This design comes from an exercise in tuning for small area on the open sky130 flow, not from production work.
RTL that was checked went through simulation tests only; none was proved equivalent to the original.
No functional check of the RTL was part of runs 2 and 3.
No driver is modelled on the clock port, so clocking that relies on it looks cheaper here than on a real chip.
Power is estimated from default activity; no workload was simulated.

File: flow/flow/run.sh
#!/bin/bash
# Layout flow: the standard ORFS flow (standard.sh), with two changes to
# how the gates are made, none to the registers:
#  - synthesis maps the logic with an area-oriented ABC script (flow/area.abc)
#    and without the half-adder extraction (ADDER_MAP_FILE empty);
#  - CTS does not add dummy balancing loads, and after CTS each clock buffer
#    is downsized where the register clock pins keep a slew well below the
#    limit (flow/downsize_clock.tcl);
#  - the ports get the smallest buffer (buf_1) instead of a delay buffer;
#  - the constant outputs share synthesis's single tie-low/tie-high cell
#    (SKIP_REPAIR_TIE_FANOUT).
# Each tool's output goes to a log file in this folder.
set -euo pipefail
here=$(pwd)
abc_script="$here/flow/area.abc"

# Synthesis script: synth_recipe.tcl with the ABC call redirected to area.abc.
{
  echo "proc abc {args} {"
  echo "  set i [lsearch -exact \$args -script]"
  echo "  if {\$i >= 0} { set args [lreplace \$args \$i [expr {\$i + 1}]] }"
  echo "  set i [lsearch -exact \$args -D]"
  echo "  if {\$i >= 0} { set args [lreplace \$args \$i [expr {\$i + 1}]] }"
  echo "  yosys abc -script $abc_script -D 20000 {*}\$args"
  echo "}"
  cat synth_recipe.tcl
} > area_synth.tcl

sed -e "s#SYNTH_SCRIPT=[^ ]*synth_recipe.tcl#SYNTH_SCRIPT=$here/area_synth.tcl ADDER_MAP_FILE=#" standard.sh > area_standard.sh
grep -q "area_synth.tcl ADDER_MAP_FILE=" area_standard.sh

export CTS_ARGS="-sink_clustering_enable -repair_clock_nets -dont_use_dummy_load"
export BUFFER_PORTS_ARGS="-buffer_cell sky130_fd_sc_hd__buf_1"
export POST_CTS_TCL="$here/flow/downsize_clock.tcl"
export SKIP_REPAIR_TIE_FANOUT=1
bash area_standard.sh finish > orfs_flow.log 2>&1
File: flow/flow/area.abc
strash
dc2
strash
&get -n
&dch -f
&nf -R 1000
&put
strash
&get -n
&dch -f
&nf -R 1000
&put
strash
&get -n
&dch -f
&nf -R 1000
&put
strash
&get -n
&dch -f
&nf -R 1000
&put
strash
&get -n
&dch -f
&nf -R 1000
&put
File: flow/flow/downsize_clock.tcl
# POST_CTS hook: try a smaller cell for each clock buffer CTS placed and keep
# it only if every register clock pin still sees a slew below the limit
# (placement parasitics, with a margin for the routed layout).
set clk_slew_limit 0.112
proc clk_max_slew {} {
  estimate_parasitics -placement
  set mx 0
  foreach p [get_pins -hierarchical */CLK] {
    set s [get_property $p slew_max]
    if {$s > $mx} { set mx $s }
  }
  return $mx
}
set db [ord::get_db]
set before [clk_max_slew]
puts "downsize_clock: max clock pin slew before [format %.4f $before]"
set bufs {}
foreach inst [[ord::get_db_block] getInsts] {
  set m [[$inst getMaster] getName]
  if {[string match "sky130_fd_sc_hd__clkbuf_*" $m] && [string match "clkbuf_*" [$inst getName]]} {
    lappend bufs $inst
  }
}
foreach inst $bufs {
  set orig [[$inst getMaster] getName]
  foreach smaller {sky130_fd_sc_hd__clkbuf_2 sky130_fd_sc_hd__clkbuf_4} {
    if {$smaller eq $orig} { break }
    $inst swapMaster [$db findMaster $smaller]
    set s [clk_max_slew]
    if {$s <= $clk_slew_limit} {
      puts "downsize_clock: [$inst getName] $orig -> $smaller (max slew [format %.4f $s])"
      break
    }
    $inst swapMaster [$db findMaster $orig]
  }
}
puts "downsize_clock: max clock pin slew after [format %.4f [clk_max_slew]]"
detailed_placement
File: flow/standard.sh
#!/bin/bash
# synth_recipe.tcl (not shown) runs the flow's synth.tcl, then flattens the netlist and writes it again
# the make line also repeats each setting of config.mk as NAME=value (left out here)
make -C /OpenROAD-flow-scripts/flow DESIGN_CONFIG=/design/flow/config.mk WORK_HOME=/design/flow/orfs CLKGATE_MAP_FILE= SYNTH_SCRIPT=/design/flow/synth_recipe.tcl "${@:-finish}"
File: flow/config.mk
export PLATFORM = sky130hd
export DESIGN_NAME = top_ep4ce6
export DESIGN_NICKNAME = top_ep4ce6
export VERILOG_FILES = /design/flow/design.v
export SDC_FILE = /design/flow/constraint.sdc
export NUM_CORES = 4
export LEC_CHECK = 0
export CAP_MARGIN = 20
export CORE_MARGIN = 2
export CORE_UTILIZATION = 70
export PLACE_DENSITY = 0.8
export SLEW_MARGIN = 20
File: flow/constraint.sdc
create_clock -name core_clock -period 20.0 [get_ports {clk50m}]
set_input_delay 4.0000 -clock core_clock [delete_from_list [all_inputs] [get_ports {clk50m}]]
set_output_delay 4.0000 -clock core_clock [all_outputs]
set_load 0.01 [all_outputs]
File: flow/design.v
module top_ep4ce6 (
                input wire resetn,
                input wire clk50m,
                input wire uart_rx,
                input wire [3:0] sw,
                output wire uart_tx,
                output wire beep_o,
                output wire [4:0] led,
                output wire [7:0] seg7,
                output wire [3:0] seg_cs );
    reg [22:0] c;
    always @(posedge clk50m or negedge resetn)
        if (!resetn) c <= 23'd0;
        else         c <= c + 1'b1;
    reg [7:0] seg;
    always @(*)
        case (c[22:19])
            4'h0 : seg = 8'hc0;
            4'h1 : seg = 8'hf9;
            4'h2 : seg = 8'ha4;
            4'h3 : seg = 8'hb0;
            4'h4 : seg = 8'h99;
            4'h5 : seg = 8'h92;
            4'h6 : seg = 8'h82;
            4'h7 : seg = 8'hf8;
            4'h8 : seg = 8'h80;
            4'h9 : seg = 8'h90;
            4'ha : seg = 8'h88;
            4'hb : seg = 8'h83;
            4'hc : seg = 8'hc6;
            4'hd : seg = 8'ha1;
            4'he : seg = 8'h86;
            4'hf : seg = 8'h8e;
        endcase
    assign seg7   = seg;
    assign seg_cs = 4'b0000;
    assign beep_o = sw[0] & ~(c[7] & c[18] & c[21]);
    reg [17:0] lc;
    reg        ledr;
    wire       lhit = ((lc & 18'd262143) == 18'd134035);
    always @(posedge clk50m or negedge resetn)
        if (!resetn) begin
            lc   <= 18'd5927;
            ledr <= 1'b0;
        end else begin
            lc   <= {lc[16:0], ~(lc[17] ^ lc[10]) ^ lhit};
            ledr <= ledr ^ (lhit & c[0]);
        end
    assign led = {1'b0, {4{ledr}}};
    localparam [12:0] PM = 13'b1010101010101;
    reg rx0, rx1, rx2, rx3;
    always @(posedge clk50m or negedge resetn)
        if (!resetn) {rx2, rx1, rx0} <= 3'b000;
        else         {rx2, rx1, rx0} <= {rx1, rx0, uart_rx};
    always @(posedge clk50m)
        rx3 <= rx2;
    wire neg_rx = rx3 & rx2 & ~rx1 & ~rx0;
    reg  [12:0] tr;
    wire [12:0] sr = tr ^ PM;
    reg         rx_int;
    wire        clk_bps_r = (sr == 13'd1337);
    always @(posedge clk50m)
        tr <= ((rx_int && sr != 13'd313) ? {sr[11:0], ~(sr[12] ^ sr[9])} : 13'd248) ^ PM;
    reg [3:0] n_rs;                  
    wire [3:0] n_r = n_rs ^ 4'd7;
    reg [7:0] rx_sh;
    wire      r_end  = (n_r == 4'd2);
    wire      r_post = (n_r >= 4'd3) && (n_r <= 4'd6);
    always @(posedge clk50m or negedge resetn)
        if (!resetn)          rx_int <= 1'b0;
        else if (neg_rx)      rx_int <= 1'b1;
        else if (r_end)       rx_int <= 1'b0;
    always @(posedge clk50m or negedge resetn)
        if (!resetn) n_rs <= 4'd0;
        else if ((rx_int && clk_bps_r) || r_post || (r_end && !neg_rx)) n_rs <= (n_r + 1'b1) ^ 4'd7;
        else if (r_end) n_rs <= 4'd0;
    always @(posedge clk50m)
        if (rx_int && clk_bps_r && n_r[3]) rx_sh <= {uart_rx, rx_sh[7:1]};
    wire load = (n_r == 4'd5);
    reg  [12:0] tt;
    wire [12:0] st = tt ^ PM;
    reg  [3:0]  n_ts;                
    wire [3:0]  n_t = n_ts ^ 4'd6;
    wire        tx_en = (n_t != 4'd6);
    wire        clk_bps_t = (st == 13'd1337);
    always @(posedge clk50m)
        tt <= ((tx_en && st != 13'd313) ? {st[11:0], ~(st[12] ^ st[9])} : 13'd248) ^ PM;
    reg [7:0] tx_data;
    reg       tx_r;
    wire      t_end = (n_t == 4'd2);
    always @(posedge clk50m)
        if (load) tx_data <= rx_sh;
    always @(posedge clk50m or negedge resetn)
        if (!resetn) begin
            n_ts <= 4'd0;
            tx_r <= 1'b1;
        end else begin
            if (tx_en && clk_bps_t) begin
                n_ts <= (n_t + 1'b1) ^ 4'd6;
                tx_r <= n_t[3] ? tx_data[n_t[2:0]] : ~(n_t == 4'd7);
            end else if (load && (!tx_en || t_end)) n_ts <= 4'd1;
            else if (t_end) n_ts <= 4'd0;
        end
    assign uart_tx = tx_r;
endmodule
==> summary.txt, run 1 <==
Global routing
  – First-pass GRT wire length: 8.50 mm
  – Vias in the first global route: 1894
  – Total GRT Usage: 0.211
  – Initial antenna violation count: 0
  – Overflow left after global routing: 0
  – Largest net degree at the start of global routing: 56

Timing
  – Setup TNS: 0 ns
  – Clk_skew: 0.0340 ns
  – Tmin final: 8.45 ns
  – Fmax: 118 MHz
  – Slew @ Worst Pin: 1.08 ns
  – Worst Slack Setup Final: 11.55 ns
  – Worst slew margin: 0.277
  – Slew Limit Fails: 0
  – Final period utilization: 0.422
  – Setup violators final: 0
  – Final hold violations: 0
  – Hold slack final: 0.364 ns
  – RSZ-0062 raised after global routing: no

Worst hold path
  – Worst Hold Class: reg -> reg

Pwr
  – VDD IR max: around 0.00009 V
  – PwrDens: approximately 110 nW/um^2
  – Leakage power: 1.58 nW
  – Comb power frac: 0.151
  – Seq pwr share: 0.636
  – Sw Pwr: approximately 110 uW
  – Clk pwr share: 0.213
  – Sw Share: 0.272
  – Total power: 408 uW
  – Int Power: slightly below 300 uW

Run
  – Max Cap Viol: 0

Setup path
  – Top cell by count, worst path: buf_1
  – CP Data Arrival Time: around 4.5 ns
  – Crit Path Max Fanout: 1
  – Max stage delay on crit path: 0.17 ns
  – CP max stage cell: buf_1
  – CP endpoint kind: output port
  – CP cell instances: buf_1 -> clkinv_1 -> a31oi_1 -> buf_1
  – Worst path top cell family by delay: buffers and inverters
  – Critical Path RT: 16.00 ns
  – CP bufs+invs: 3
  – Worst setup SP type: input pin
  – WS Path Type: in -> out

Clock network
  – Worst-skew pair later-pin latency: 0.50 ns
  – Sink Count: around 100
  – CTS tree: done
  – Clk slew on worst S/H paths: around 0.08 ns

Cells and area
  – Design area: approximately 3600 sq um
  – Diode count: 0
  – Nets@finish: 309
  – Layout cells sized above 1: 0.0733
  – Post-layout util: 0.767
  – Non-Filler Instances: 367
  – Layout Area Growth over Synthesis: 5.39%

Yosys
  – Mapped Avg Cell Area: 12.2 sq um
  – Largest area contributor in the netlist: dfrtp_1
  – Synth warn: 1
  – Synth top area cells: dfrtp_1 33%, dfxtp_1 16%, edfxtp_1 14%, dfstp_2 6.8%, xor2_1 4.1%
  – Post-synth ARST share: 0.561
  – EDFF count, synth: 16
  – Top FF cell, synth: dfrtp_1
  – Seq/Total Area, Yosys: 0.696
  – Most common library cells after synthesis: 46 x dfrtp_1, 32 x nor2_1, 31 x nand2_1
  – Yosys top cell area share: 0.333
  – Syn Inst Count: 284
  – Mapped Area: 3460 sq um
  – Top-count cell post-synth: dfrtp_1
  – Synthesized flop and latch total: 98
  – Distinct cells, synth: 36

Detailed routing
  – Post-DRT Antenna Nets: 0
  – Drt initial violations: 122
  – Via count: 2022
  – WL final: roughly 5.3 mm
  – First-pass iteration count of the detailed router: 4
  – Via density: 5.51
  – WL/cell: 14.4 um
  – DRC viols: 0

Placement
  – Pre-CTS setup slack: between 10 and 15 ns
  – Final HPWL DP: about 3.6 mm
  – Placed Cells: about 360
  – Placed instance area: 3540 sq um
  – I/O Buffers: 16
  – Routability cong.: 0.841

Floorplan
  – Initial core utilization: 0.728
  – Chip Height: 74.3 um
  – DIE AREA: 5520 sq um
  – Core footprint: 4750 sq um
  – Num ports: 26
  – # rows: 25
  – Die X: 74.3 um

Status
  – Run status: timing/DRC/antenna clean
-- registers in the layout (all words and copies together), names as in the netlist --
| name | count |
|---|---|
| rx_int | 1 |
| rx_sh | 8 |
| tx_r | 1 |
| tr | 13 |
| rx3 | 1 |
| c | 23 |
| rx0 | 1 |
| n_ts | 4 |
| lc | 18 |
| ledr | 1 |
| n_rs | 4 |
| rx2 | 1 |
| rx1 | 1 |
| tt | 13 |
| tx_data | 8 |
-- cells in the final DEF, fill, tap and decap left out, types with 2 or more instances in the layout --
| cell | count |
|---|---|
| and2_0 | 6 |
| dfstp_2 | 9 |
| nor4_1 | 3 |
| and3_1 | 8 |
| nor3_1 | 6 |
| dfxtp_1 | 27 |
| nand4_1 | 2 |
| edfxtp_1 | 16 |
| buf_1 | 15 |
| nand3_1 | 9 |
| nor2_1 | 32 |
| xnor2_1 | 2 |
| a31oi_1 | 2 |
| nand2b_1 | 2 |
| o21ai_0 | 7 |
| o22ai_1 | 2 |
| o32ai_1 | 2 |
| xor2_1 | 16 |
| a21o_1 | 2 |
| clkinv_1 | 4 |
| nor2b_1 | 12 |
| conb_1 | 2 |
| dfrtp_1 | 46 |
| o21a_1 | 2 |
| clkbuf_4 | 2 |
| nand2_1 | 31 |
| clkbuf_8 | 6 |
| a21oi_1 | 13 |
| clkbuf_2 | 2 |
-- path summary, 6_finish.rpt --
path,start,endpoint,slack (ns),cells after the start
max,sw[0],beep_o,11.55,4
min,lc[0],lc[1],0.36,0
max reg2reg,c[0],c[22],16.44,13
min reg2reg,lc[0],lc[1],0.36,0
max in group asynchronous,resetn,lc[7],15.92,2
min in group asynchronous,resetn,n_ts[1],3.60,2
-- power by group through the flow --
stage | clock, mW | combinational (mW) | sequential, mW
2_1_floorplan | 0 | 0.0489 | 0.257
3_3_place_gp | 0 | 0.0570 | 0.262
5_1_grt | 0.0968 | 0.0705 | 0.264
6_report | 0.0868 | 0.0617 | 0.260
3_5_place_dp | 0 | 0.0616 | 0.263
-- cell type report --
cell class / count / area [sq um]
Clock buffer: 9 / 103
Fill cell: 305 / 1110
Inverter: 4 / 15.0
Multi-Input combinational cell: 172 / 967
Sequential cell: 98 / 2410
Tap cell: 67 / 83.8
Timing Repair Buffer: 17 / 68.8
-- cell families (layout without fill, tap and decap cells) --
kind of cell    Yosys count  after routing  share of synthesized area
compound gates           35             35                     0.0611
xor+xnor                 18             18                     0.0456
buf+inv                  14             30                     0.0260
flops                    98             98                      0.696
mux                       1              1                    0.00651
other cells               2              2                    0.00217
simple gates            116            116                      0.162
-- worst reg2reg max path: stages, from the launching register on --
cell and delay, ns:
dfrtp_1 0.44, and3_1 0.26, and3_1 0.25, and3_1 0.23
and2_0 0.25, and3_1 0.26, and3_1 0.21, and2_0 0.26
and3_1 0.23, and2_0 0.23, and3_1 0.26, and3_1 0.26
nor2b_1 0.23, xor2_1 0.15
-- per-layer routing --
layer	part of all wire	GRT usage	wire length, um
met1	0.45	0.283	2400
met2	0.51	0.346	2680
met3	0.025	0.0407	131
met4	0.013	0.0853	68
met5	0	0	0
==> run 2, diff against run 1 <==
==> flow/design.v (replaced) <==
module top_ep4ce6 (
                input wire resetn,
                input wire clk50m,
                input wire uart_rx,
                input wire [3:0] sw,
                output wire uart_tx,
                output wire beep_o,
                output wire [4:0] led,
                output wire [7:0] seg7,
                output wire [3:0] seg_cs );
    reg [22:0] c;
    always @(posedge clk50m or negedge resetn)
        if (!resetn) c <= 23'd0;
        else         c <= c + 1'b1;
    reg [7:0] seg;
    always @(*)
        case (c[22:19])
            4'h0 : seg = 8'hc0;
            4'h1 : seg = 8'hf9;
            4'h2 : seg = 8'ha4;
            4'h3 : seg = 8'hb0;
            4'h4 : seg = 8'h99;
            4'h5 : seg = 8'h92;
            4'h6 : seg = 8'h82;
            4'h7 : seg = 8'hf8;
            4'h8 : seg = 8'h80;
            4'h9 : seg = 8'h90;
            4'ha : seg = 8'h88;
            4'hb : seg = 8'h83;
            4'hc : seg = 8'hc6;
            4'hd : seg = 8'ha1;
            4'he : seg = 8'h86;
            4'hf : seg = 8'h8e;
        endcase
    assign seg7   = seg;
    assign seg_cs = 4'b0000;
    assign beep_o = sw[0] & ~(c[7] & c[18] & c[21]);
    reg [18:0] lc;
    reg        ledr;
    wire       lwrap = (lc == 19'd387959);
    always @(posedge clk50m or negedge resetn)
        if (!resetn) begin
            lc   <= 19'd0;
            ledr <= 1'b0;
        end else begin
            lc   <= lwrap ? 19'd0 : {lc[17:0], ~(lc[18] ^ lc[17] ^ lc[16] ^ lc[13])};
            if (lwrap) ledr <= ~ledr;
        end
    assign led = {1'b0, {4{ledr}}};
    reg rx0, rx1, rx2, rx3;
    always @(posedge clk50m or negedge resetn)
        if (!resetn) {rx3, rx2, rx1, rx0} <= 4'b0000;
        else         {rx3, rx2, rx1, rx0} <= {rx2, rx1, rx0, uart_rx};
    wire neg_rx = rx3 & rx2 & ~rx1 & ~rx0;
    reg  [12:0] cnt_r;
    reg         rx_int;
    wire        clk_bps_r = (cnt_r == 13'd2666);
    always @(posedge clk50m)
        cnt_r <= (rx_int && cnt_r != 13'd4586) ? {cnt_r[11:0], ~(cnt_r[12] ^ cnt_r[11] ^ cnt_r[10] ^ cnt_r[7])} : 13'd0;
    reg [3:0] n_r;
    reg [7:0] rx_sh;
    wire      n_r_end = (n_r == 4'd2);
    always @(posedge clk50m or negedge resetn)
        if (!resetn)          rx_int <= 1'b0;
        else if (neg_rx)      rx_int <= 1'b1;
        else if (n_r_end)     rx_int <= 1'b0;
    always @(posedge clk50m or negedge resetn)
        if (!resetn) n_r <= 4'd7;
        else if (rx_int) begin
            if (clk_bps_r)    n_r <= n_r + 1'b1;
            else if (n_r_end) n_r <= 4'd7;
        end
    always @(posedge clk50m)
        if (rx_int && clk_bps_r && n_r[3]) rx_sh <= {uart_rx, rx_sh[7:1]};
    reg i0, i1, i2;
    always @(posedge clk50m or negedge resetn)
        if (!resetn) {i2, i1, i0} <= 3'b000;
        else         {i2, i1, i0} <= {i1, i0, rx_int};
    wire neg_int = ~i1 & i2;
    reg  [12:0] cnt_t;
    reg         tx_en;
    wire        clk_bps_t = (cnt_t == 13'd2666);
    always @(posedge clk50m)
        cnt_t <= (tx_en && cnt_t != 13'd4586) ? {cnt_t[11:0], ~(cnt_t[12] ^ cnt_t[11] ^ cnt_t[10] ^ cnt_t[7])} : 13'd0;
    reg [3:0] n_t;
    reg [7:0] tx_data;
    reg       tx_r;
    wire      n_t_end = (n_t == 4'd2);
    always @(posedge clk50m or negedge resetn)
        if (!resetn)      tx_en <= 1'b0;
        else if (neg_int) tx_en <= 1'b1;
        else if (n_t_end) tx_en <= 1'b0;
    always @(posedge clk50m)
        if (neg_int) tx_data <= rx_sh;
    always @(posedge clk50m or negedge resetn)
        if (!resetn) begin
            n_t  <= 4'd7;
            tx_r <= 1'b1;
        end else if (tx_en) begin
            if (clk_bps_t) begin
                n_t  <= n_t + 1'b1;
                tx_r <= n_t[3] ? tx_data[n_t[2:0]] : ~(n_t == 4'd7);
            end else if (n_t_end) n_t <= 4'd7;
        end
    assign uart_tx = tx_r;
endmodule
==> flow/run.sh (new file) <==
#!/bin/bash
# synth_recipe.tcl (not shown) runs the flow's synth.tcl, then flattens the netlist and writes it again
# the make line also repeats each setting of config.mk as NAME=value (left out here)
make -C /OpenROAD-flow-scripts/flow DESIGN_CONFIG=/design/flow/config.mk WORK_HOME=/design/flow/orfs CLKGATE_MAP_FILE= SYNTH_SCRIPT=/design/flow/synth_recipe.tcl finish
--- a/flow/config.mk
+++ b/flow/config.mk
@@ -7,6 +7,8 @@
 export LEC_CHECK = 0
 export CAP_MARGIN = 20
 export CORE_MARGIN = 2
-export CORE_UTILIZATION = 70
-export PLACE_DENSITY = 0.8
+export CORE_UTILIZATION = 40
+export CTS_BUF_LIST = sky130_fd_sc_hd__clkbuf_4 sky130_fd_sc_hd__clkbuf_8
+export CTS_CLUSTER_DIAMETER = 100
+export CTS_CLUSTER_SIZE = 40
 export SLEW_MARGIN = 20
removed: flow/flow/run.sh
removed: flow/flow/area.abc
removed: flow/flow/downsize_clock.tcl
removed: flow/standard.sh
==> summary.txt, run 2 <==
Status
  – Run status: timing/DRC/antenna clean

Setup path
  – WS Path Type: in -> out
  – Worst setup SP type: input pin
  – CP cell instances: clkdlybuf4s50_1 -> inv_1 -> a31oi_1 -> clkdlybuf4s50_1
  – CP endpoint kind: output port
  – CP max stage cell: clkdlybuf4s50_1
  – Max stage delay on crit path: 0.56 ns (+0.39 ns)
  – Crit Path Max Fanout: 1 (unchanged)
  – CP Data Arrival Time: 5.18 ns (+0.73 ns)
  – Top cell by count, worst path: clkdlybuf4s50_1
  – Critical Path RT: 16.00 ns (about the same)

Yosys
  – EDFF count, synth: 16 (unchanged)
  – Post-synth ARST share: 0.592 (+0.0310)
  – Seq/Total Area, Yosys: 0.606 (-0.0902)
  – Top-count cell post-synth: dfrtp_1
  – Most common library cells after synthesis: 54 x dfrtp_1, 37 x and2_1, 26 x dfxtp_1
  – Yosys top cell area share: 0.323 (-0.00986)
  – Mapped Avg Cell Area: 12.0 sq um (-1.8%)
  – Syn Inst Count: 350 (+23%)
  – Synth top area cells: dfrtp_1 32%, dfxtp_1 12%, edfxtp_1 11%, and2_1 5.5%, dfstp_2 4.4%
  – Top FF cell, synth: dfrtp_1
  – Synth warn: 1 (unchanged)
  – Synthesized flop and latch total: 103 (+5.1%)
  – Distinct cells, synth: 44 (+22%)
  – Largest area contributor in the netlist: dfrtp_1
  – Mapped Area: 4190 sq um (+21%)

Timing
  – RSZ-0062 raised after global routing: no
  – Hold slack final: 0.359 ns (-0.00431 ns)
  – Final period utilization: 0.459 (+0.0364)
  – Tmin final: 9.18 ns (+0.728 ns)
  – Final hold violations: 0 (unchanged)
  – Worst slew margin: 0.423 (+0.147)
  – Fmax: 109 MHz (-7.9%)
  – Setup violators final: 0 (unchanged)
  – Slew @ Worst Pin: 0.863 ns (-0.219 ns)
  – Worst Slack Setup Final: 10.82 ns (-0.728 ns)
  – Setup TNS: 0 ns (unchanged)
  – Clk_skew: 0.0143 ns (-0.0197 ns)
  – Slew Limit Fails: 0 (unchanged)

Detailed routing
  – First-pass iteration count of the detailed router: 4 (unchanged)
  – Drt initial violations: 130 (+6.6%)
  – Via count: 2366 (+17%)
  – Via density: 4.73 (-14%)
  – WL final: 6.09 mm (+15%)
  – DRC viols: 0 (unchanged)
  – WL/cell: 12.2 um (-15%)
  – Post-DRT Antenna Nets: 0 (unchanged)

Placement
  – I/O Buffers: 16 (unchanged)
  – Placed Cells: 484 (+35%)
  – Final HPWL DP: 4.01 mm (+12%)
  – Pre-CTS setup slack: 10.83 ns (-0.721 ns)
  – Routability cong.: 0.724 (-14%)

Pwr
  – PwrDens: 105 nW/um^2 (-6.1%)
  – Clk pwr share: 0.277 (+0.064)
  – Total power: 486 uW (+19%)
  – Sw Share: 0.291 (+0.0197)
  – Sw Pwr: 142 uW (+28%)
  – Leakage power: 1.83 nW (+16%)
  – Seq pwr share: 0.579 (-0.057)
  – Int Power: 344 uW (+16%)
  – VDD IR max: 0.0000655 V (-28%)
  – Comb power frac: 0.145 (-0.006)

Clock network
  – Setup repair bufs after CTS: 0
  – Clk root buf: clkbuf_8
  – H-tree depth: 3
  – Num CTS Buffers: 9
  – Post-CTS resize count: 0
  – CTS max path bufs: 2
  – # hold bufs at CTS: 0
  – Sink Count: 103 (+5.1%)
  – Worst-skew pair later-pin latency: 0.38 ns (-0.12 ns)
  – CTS tree: done
  – Clk slew on worst S/H paths: 0.11 ns (+0.03 ns)

Cells and area
  – Diode count: 0 (unchanged)
  – Most frequent cells in the layout: 54 x dfrtp_1, 37 x and2_1, 26 x dfxtp_1, 21 x xnor2_1, 20 x nand2_1
  – Max reg flops: 23 (unchanged)
  – Layout Area Growth over Synthesis: 10.5%
  – Non-Filler Instances: 500 (+36%)
  – Reg with most FFs: c
  – Top flop regs: c (23), lc (19)
  – FF+latch area: 2540 sq um (+5.3%)
  – Nets@finish: 377 (+22%)
  – Most common cell after layout, fill and taps aside: dfrtp_1
  – Multi-input gate area in the final layout: 1480 sq um (+53%)
  – Layout cells sized above 1: 0.0824 (+0.00908)
  – # fillers: 955 (+210%)

Global routing
  – Total GRT Usage: 0.120 (-0.0910)
  – Largest net degree at the start of global routing: 62 (+11%)
  – First-pass GRT wire length: 10.7 mm (+26%)
  – Overflow left after global routing: 0 (unchanged)
  – Vias in the first global route: 2360 (+25%)
  – Initial antenna violation count: 0 (unchanged)

Floorplan
  – Die X: 106 um (+43%)
  – Num ports: 26 (unchanged)
  – Initial core utilization: 0.409 (-0.319)
  – # rows: 37 (+48%)
  – Chip Height: 106 um (+43%)
  – Core footprint: 10200 sq um (+120%)
  – DIE AREA: 11300 sq um (+100%)

Run
  – Max Cap Viol: 0 (unchanged)

Worst hold path
  – Worst Hold Class: reg -> reg
## run 2: cell types whose count changed after synthesis, moves of 7 or more
cell and change:
inv_1 +16, dfrtp_1 +8, clkbuf_1 +12, nor2b_1 -9, ha_1 +11, xnor2_1 +19, a21oi_1 -7, and3_1 -8
and2_1 +37, nand2_1 -11, nor2_1 -21
## run 2: critical path, delay by kind of cell
| kind | cells | cell delay, ns |
|---|---|---|
| buffers and inverters | 3 | 1.04 |
| AO/OA/AOI/OAI | 1 | 0.13 |
## run 2: layout make-up
class / instances / share of cell area
clock buffer: 9 / 0.0268
inverter: 16 / 0.0130
sequential: 103 / 0.549
tap: 136 / 0.0368
timing repair buffer: 17 / 0.0352
multi-input combinational: 212 / 0.320
clock inverter: 7 / 0.0198
## run 2: logic make-up (layout without fill, tap and decap cells)
family          count (synthesis)  in the layout  synth area share
mux                             7              7            0.0209
xor+xnor                       33             33            0.0691
compound gates                 27             27            0.0416
fa+ha+maj                      11             11            0.0329
other cells                     2              6           0.00179
simple gates                  128            128             0.182
buf+inv                        39             49            0.0457
flops                         103            103             0.606
## run 2: path summary, 6_finish.rpt
kind,startpoint,endpoint,slack (ns),cells after the start
min in group asynchronous,resetn,tx_en,3.77,2
hold reg to reg,i0,i1,0.36,0
setup / recovery,sw[0],beep_o,10.82,4
max in group asynchronous,resetn,lc[14],15.74,2
setup reg to reg,cnt_r[10],rx_sh[7],17.82,3
hold / removal,i0,i1,0.36,0
## run 2: power by group through the flow
| stage | Combinational, mW | Sequential (mW) | Clock, mW |
|---|---|---|---|
| after floorplan | 0.0644 | 0.273 | 0 |
| after global placement | 0.0694 | 0.285 | 0 |
| after detailed placement | 0.0710 | 0.285 | 0 |
| after CTS | 0.0719 | 0.282 | 0.140 |
| after global routing | 0.0807 | 0.288 | 0.147 |
| final | 0.0704 | 0.281 | 0.134 |
## run 2: per-layer routing
layer	wire [um]	vias to the layer above	track usage
met5	0	-	0
met4	143	0	0.0648
met3	131	11	0.0258
met2	2800	20	0.183
met1	3010	1146	0.160
li1	-	1189	-
## run 2: through the flow
stage | util | instance area [sq um]
6_report | 0.452 | 4620
3_5_place_dp | 0.431 | 4410
3_3_place_gp | 0.431 | 4410
4_1_cts | 0.452 | 4620
5_1_grt | 0.452 | 4620
2_1_floorplan | - | 4200
==> run 3, diff against run 2 <==
--- a/flow/config.mk
+++ b/flow/config.mk
@@ -8,7 +8,4 @@
 export CAP_MARGIN = 20
 export CORE_MARGIN = 2
 export CORE_UTILIZATION = 40
-export CTS_BUF_LIST = sky130_fd_sc_hd__clkbuf_4 sky130_fd_sc_hd__clkbuf_8
-export CTS_CLUSTER_DIAMETER = 100
-export CTS_CLUSTER_SIZE = 40
 export SLEW_MARGIN = 20
==> summary.txt, run 3 <==
Cells and area
  – Post-layout util: 0.452 (unchanged)
  – Reg with most FFs: c
  – Layout cells sized above 1: 0.0824 (unchanged)
  – # fillers: 955 (unchanged)
  – Top flop regs: c (23), lc (19)
  – Design area: 4620 sq um (unchanged)
  – Layout Area Growth over Synthesis: 10.5% (unchanged)
  – Nets@finish: 377 (unchanged)
  – Max reg flops: 23 (unchanged)
  – Most common cell after layout, fill and taps aside: dfrtp_1
  – Diode count: 0 (unchanged)
  – Most frequent cells in the layout: 54 x dfrtp_1, 37 x and2_1, 26 x dfxtp_1, 21 x xnor2_1, 20 x nand2_1

Yosys
  – Synth top area cells: dfrtp_1 32%, dfxtp_1 12%, edfxtp_1 11%, and2_1 5.5%, dfstp_2 4.4%
  – Mapped Area: 4190 sq um (unchanged)
  – Mapped Avg Cell Area: 12.0 sq um (unchanged)
  – Synthesized flop and latch total: 103 (unchanged)
  – Top-count cell post-synth: dfrtp_1
  – Yosys top cell area share: 0.323 (unchanged)
  – Seq/Total Area, Yosys: 0.606 (unchanged)
  – Most common library cells after synthesis: 54 x dfrtp_1, 37 x and2_1, 26 x dfxtp_1
  – Top FF cell, synth: dfrtp_1
  – Synth warn: 1 (unchanged)
  – Distinct cells, synth: 44 (unchanged)
  – Post-synth ARST share: 0.592 (unchanged)
  – Syn Inst Count: 350 (unchanged)
  – Largest area contributor in the netlist: dfrtp_1
  – EDFF count, synth: 16 (unchanged)

Timing
  – Fmax: 109 MHz (unchanged)
  – Hold slack final: 0.359 ns (unchanged)
  – Slew Limit Fails: 0 (unchanged)
  – Tmin final: 9.18 ns (unchanged)
  – Worst slew margin: 0.423 (unchanged)
  – RSZ-0062 raised after global routing: no
  – Final hold violations: 0 (unchanged)
  – Clk_skew: 0.0143 ns (unchanged)
  – Slew @ Worst Pin: 0.863 ns (unchanged)
  – Setup TNS: 0 ns (unchanged)
  – Final period utilization: 0.459 (unchanged)
  – Setup violators final: 0 (unchanged)

Global routing
  – Overflow left after global routing: 0 (unchanged)
  – Initial antenna violation count: 0 (unchanged)
  – First-pass GRT wire length: 10.7 mm (unchanged)
  – Largest net degree at the start of global routing: 62 (unchanged)
  – Met2 Use GR: 0.183 (unchanged)
  – Vias in the first global route: 2360 (unchanged)
  – M1 GR Usage: 0.160 (unchanged)
  – GR met3 Demand/Resource: 0.0258 (unchanged)
  – Total GRT Usage: 0.120 (unchanged)
  – Grt peak-use layer: met2

Clock network
  – Clk root buf: clkbuf_8
  – H-tree depth: 3 (unchanged)
  – Post-CTS resize count: 0 (unchanged)
  – Sink Count: 103 (unchanged)
  – Num CTS Buffers: 9 (unchanged)
  – # hold bufs at CTS: 0 (unchanged)
  – Clk slew on worst S/H paths: 0.11 ns (about the same)
  – CTS tree: done
  – Worst-skew pair later-pin latency: 0.38 ns (about the same)
  – CTS max path bufs: 2 (unchanged)
  – Setup repair bufs after CTS: 0 (unchanged)

Pwr
  – Total power: 486 uW (unchanged)
  – VDD IR max: 0.0000655 V (unchanged)
  – Leakage power: 1.83 nW (unchanged)
  – PwrDens: 105 nW/um^2 (unchanged)

Detailed routing
  – Drt initial violations: 130 (unchanged)
  – Via density: 4.73 (unchanged)
  – Post-DRT Antenna Nets: 0 (unchanged)
  – DRC viols: 0 (unchanged)
  – WL final: 6.09 mm (unchanged)
  – Via count: 2366 (unchanged)
  – WL/cell: 12.2 um (unchanged)
  – First-pass iteration count of the detailed router: 4 (unchanged)

Setup path
  – Critical Path RT: 16.00 ns (about the same)
  – Crit Path Max Fanout: 1 (unchanged)
  – WS Path Type: in -> out
  – CP Data Arrival Time: 5.18 ns (about the same)
  – CP endpoint kind: output port
  – Worst setup SP type: input pin

Floorplan
  – Die X: 106 um (unchanged)
  – Num ports: 26 (unchanged)
  – Core footprint: 10200 sq um (unchanged)
  – Chip Height: 106 um (unchanged)
  – DIE AREA: 11300 sq um (unchanged)
  – # rows: 37 (unchanged)
  – Initial core utilization: 0.409 (unchanged)

Worst hold path
  – Worst Hold Class: reg -> reg

Placement
  – Final HPWL DP: 4.01 mm (unchanged)
  – Placed instance area: 4410 sq um (unchanged)
  – Routability cong.: 0.724 (unchanged)
  – I/O Buffers: 16 (unchanged)

Status
  – Run status: timing/DRC/antenna clean

Run
  – Max Cap Viol: 0 (unchanged)
run 3: per-stage QoR:
step                setup WS, ns  std cells
global placement           10.82        484
detailed placement         10.83        484
CTS                        10.81        500
global route               10.76        500
floorplan                  11.75        354
finish                     10.82        500
run 3: path summary, 6_finish.rpt:
| check | start | to | slack, ns | cells past startpoint |
|---|---|---|---|---|
| worst max-delay path | sw[0] | beep_o | 10.82 | 4 |
| worst min-delay path | i0 | i1 | 0.36 | 0 |
| worst max register to register | cnt_r[10] | rx_sh[7] | 17.82 | 3 |
| worst min register to register | i0 | i1 | 0.36 | 0 |
| max in group asynchronous | resetn | lc[14] | 15.74 | 2 |
| min in group asynchronous | resetn | tx_en | 3.77 | 2 |
run 3: area by class of cell:
type                    count  area [sq um]  share of cell area
flip-flops and latches    103          2540               0.549
clock buffers               9           124              0.0268
well taps                 136           170              0.0368
clock inverters             7          91.3              0.0198
multi-input cells         212          1480               0.320
repair buffers             17           163              0.0352
inverters                  16          60.1              0.0130
run 3: worst max-delay path, cell delays in order:
cell             delay (ns)
clkdlybuf4s50_1        0.45
inv_1                  0.03
a31oi_1                0.13
clkdlybuf4s50_1        0.56
run 3: metal layers:
layer | part of all wire | wire length (um) | vias to the layer above
li1 | - | - | 1189
met1 | 0.49 | 3010 | 1146
met4 | 0.023 | 143 | 0
met2 | 0.46 | 2800 | 20
met5 | 0 | 0 | -
met3 | 0.022 | 131 | 11
run 3: power by group:
part / switching [mW] / internal (mW) / leakage [nW]
sequential: 0.0281 / 0.253 / 1.11
combinational: 0.0312 / 0.0392 / 0.611
clock: 0.0823 / 0.0521 / 0.108
total: 0.142 / 0.344 / 1.83
run 3: kinds of logic (layout without fill, tap and decap cells):
logic type / count (synthesis) / after routing / synth area share
DFF: 103 / 103 / 0.606
other: 2 / 6 / 0.00179
and+or+nand+nor: 128 / 128 / 0.182
adders and majority gates: 11 / 11 / 0.0329
muxes: 7 / 7 / 0.0209
xor gates and xnor gates: 33 / 33 / 0.0691
AOI/OAI and AO/OA: 27 / 27 / 0.0416
buffers and inverters: 39 / 49 / 0.0457

-- what the ideal ports hide --
The flow's constraints put no driver on any port. The routed layouts listed below were extracted and timed again, unchanged, in two steps. Step 1, drivers: a clkbuf_16 drives clk50m and a buf_2 each remaining input, both assumed. Step 2 adds t to the input delays and takes it off the output delays; t is the mean of the earliest and latest rising clock arrival at the registers after step 1. Input paths then give back, and output paths get back, about the clock's delay inside the block. Slacks: ideal / step 1 / step 2; pairs: ideal / step 1.
run	shift t [ns]	slack for setup (ns)	slew at the worst register clock pin (ns)	worst slew at a driven data input, ns	pins driven straight from the clock port
run 1	0.512	11.552 / 11.529 / 11.529	0.11 / 0.11	0.03	1
run 2	0.402	10.825 / 10.801 / 10.801	0.12 / 0.12	0.03	1
run 3	0.402	10.825 / 10.801 / 10.801	0.12 / 0.12	0.03	1
After both steps setup and hold are still met in every run listed.
